Context: an optimization exercise on an open-source flow, tuned for small area. The choices shown serve that exercise and are no tape-out recipe.
Function was checked by simulation only, so behaviour that the tests miss may differ from the original.
No activity file was given, so power comes from the tool's default toggle rates.

==> flow/design.v (excerpt) <==
module bossBattleTop(clk, btnRst, btnLeft, btnRight, btnShoot,
	seg, an, vgaRed, vgaGreen, vgaBlue, Hsync, Vsync
    );
Size in the first run: about 1,900 cells after synthesis, ~180 flip-flops, ~27 I/O pins, ~15,000 µm² of cells after synthesis.
clock: 10.0 ns
lec_check: 0
cap_margin: 20
core_margin: 2
core_utilization: 40
slew_margin: 20
standard.sh (not shown) runs the stock make flow with config.mk's settings and CLKGATE_MAP_FILE= SYNTH_SCRIPT=/design/flow/synth_recipe.tcl, a recipe that flattens the netlist after the stock synthesis.
==> flow/flow/run.sh <==
#!/bin/bash
# Layout flow: the standard flow (standard.sh, unchanged synthesis and steps), with one
# change: clock tree synthesis adds no dummy loads to balance the tree.
set -euo pipefail
export CTS_ARGS="-sink_clustering_enable -repair_clock_nets -dont_use_dummy_load"
bash standard.sh 2>&1 | tee standard.log
Edit:
--- a/flow/design.v
+++ b/flow/design.v
@@ -9,14 +9,15 @@
 	input wire indicate1,
 	input wire indicate2,
 	input wire [4:0] bossHPk,	 
 	input wire [2:0] bossState,	 
 	input wire [5:1] bossAlive,	 
 	input wire [8:0] bossProjY,	 
 	input wire [5:0] playerJ,	 
+	input wire [9:0] playerX,
 	input wire [5:0] pq1, pq2, pq3,	 
 	input wire [8:0] py1, py2, py3,	 
 	input wire [1:0] gameState,
 	output wire hsync,
 	output wire vsync,
 	output reg [2:0] red,
 	output reg [2:0] green,
@@ -1062,15 +1063,15 @@
 				pJ <= INCr(pJ);
 		end
 	always @(posedge clk)
 		if (!immune && playerHit && playerHP != 0)
 			itimer <= 18'd1;
 		else
 			itimer <= {itimer[16:0], itimer[17] ^ itimer[10]};
-	wire [9:0] pJ15 = SUBr({pJ, 4'b0}, pJ);	 
+	wire [9:0] playerX = SUBr(SUBr({pJ, 4'b0}, pJ), 16);
 	reg display_player;
 	always @(posedge clk)
 		if (immune) begin
 			if (pulse_immune)
 				display_player <= ~display_player;
 		end
 		else
@@ -1171,16 +1172,16 @@
 				3'd2: bossAlive[2] <= 0;
 				3'd3: bossAlive[3] <= 0;
 				3'd4: bossAlive[4] <= 0;
 				3'd5: bossAlive[5] <= 0;
 				default: ;
 			endcase
 		end
-	wire [9:0] cm = SUBr(pJ15, bossProjY[6:0]);
-	wire [9:0] cp = ADDr(pJ15, bossProjY[6:0]);
+	wire [10:0] cm = SUBr(playerX, bossProjY);	 
+	wire [10:0] cp = ADDr(playerX, bossProjY);	 
 	reg [5:1] ccol;
 	reg yhit;
 	always @(*) begin
 		ccol = 0;
 		yhit = GEc(bossProjY, 9'd426) && LEc(bossProjY, 9'd486);
 		case (bst)
 			3'd2, 3'd4: ccol = {GEc(pJ, 43) && LEc(pJ, 45), GEc(pJ, 37) && LEc(pJ, 39), GEc(pJ, 30) && LEc(pJ, 32),
@@ -1192,16 +1193,16 @@
 				yhit = 1'b1;	 
 			end
 			3'd7: begin
 				ccol = {2'b0, GEc(pJ, 45) && LEc(pJ, 51), GEc(pJ, 27) && LEc(pJ, 35), GEc(pJ, 11) && LEc(pJ, 17)};
 				yhit = 1'b1;	 
 			end
 			3'd1: begin
-				ccol = {1'b0, GEc(cp, 288) && LEc(cp, 336), GEc(cm, 594) && LEc(cm, 642),
-					GEc(cp, 518) && LEc(cp, 566), GEc(cm, 384) && LEc(cm, 432)};
+				ccol = {1'b0, GEc(cp, 656) && LEc(cp, 704), GEc(cm, 194) && LEc(cm, 242),
+					GEc(cp, 886) && LEc(cp, 934), LEc(cm, 32) || GEc(cm, 11'h7f0)};
 				yhit = GEc(bossProjY, 9'd431) && LEc(bossProjY, 9'd491);
 			end
 			default: ;
 		endcase
 	end
 	wire [5:1] ph = (yhit ? ccol : 5'b0) & bossAlive;
 	always @(posedge clk) begin
@@ -1235,11 +1236,11 @@
 				2'd2: seg = 8'b10100100;
 				default: seg = 8'b10110000;
 			endcase
 	vga640x480 vgaController(
 		.clk(clk), .dclk_en(en_vga), .hc(u[11:2]), .hend(uend), .rst(rst), .display_player(display_player),
 		.indicate1(indicate1), .indicate2(indicate2), .bossHPk(bossHPk),
 		.bossState(bst), .bossAlive(bossAlive), .bossProjY(bossProjY),
-		.playerJ(pJ), .pq1(pq1), .pq2(pq2), .pq3(pq3),
+		.playerJ(pJ), .playerX(playerX), .pq1(pq1), .pq2(pq2), .pq3(pq3),
 		.py1(py1), .py2(py2), .py3(py3), .gameState(gameState),
 		.hsync(Hsync), .vsync(Vsync), .red(vgaRed), .green(vgaGreen), .blue(vgaBlue));
 endmodule
After rerunning: The new run went through all stages and came out clean; fmax is higher by 2.2%; final area is higher by about 0.9%; routed wire length is lower by about 6%; total power is lower by 1.2%; sequential power hardly moves; first-iteration DRC count is higher by about 2%; clock skew is about the same; worst hold slack barely changes; synthesized area is higher by about 1.1%; critical path depth is lower by 1.

## afterwards: timing with drivers on the ports
Ports are ideal in the flow. The routed layouts listed here were re-timed in OpenROAD.
Step 1 assumes that a clkbuf_16 drives the clock port and a buf_2 every other input.
Step 2 also shifts input and output timing later by t, the mid clock arrival at the registers, as if the neighbouring blocks saw the same clock.
a / b / c = no drivers / after step 1 / after step 2; a / b = the first two.
| run | shift t [ns] | setup WS [ns] | hold WS [ns] | clock arrival spread, ns | worst slew at a driven data input, ns |
|---|---|---|---|---|---|
| the first run | 0.491 | 0.795 / 0.743 / 1.234 | 0.357 / 0.357 / 0.357 | 0.017 / 0.017 | 0.03 |
| the second run | 0.472 | 0.995 / 0.946 / 1.418 | 0.359 / 0.359 / 0.359 | 0.020 / 0.020 | 0.03 |
After both steps every run listed still meets setup and hold.
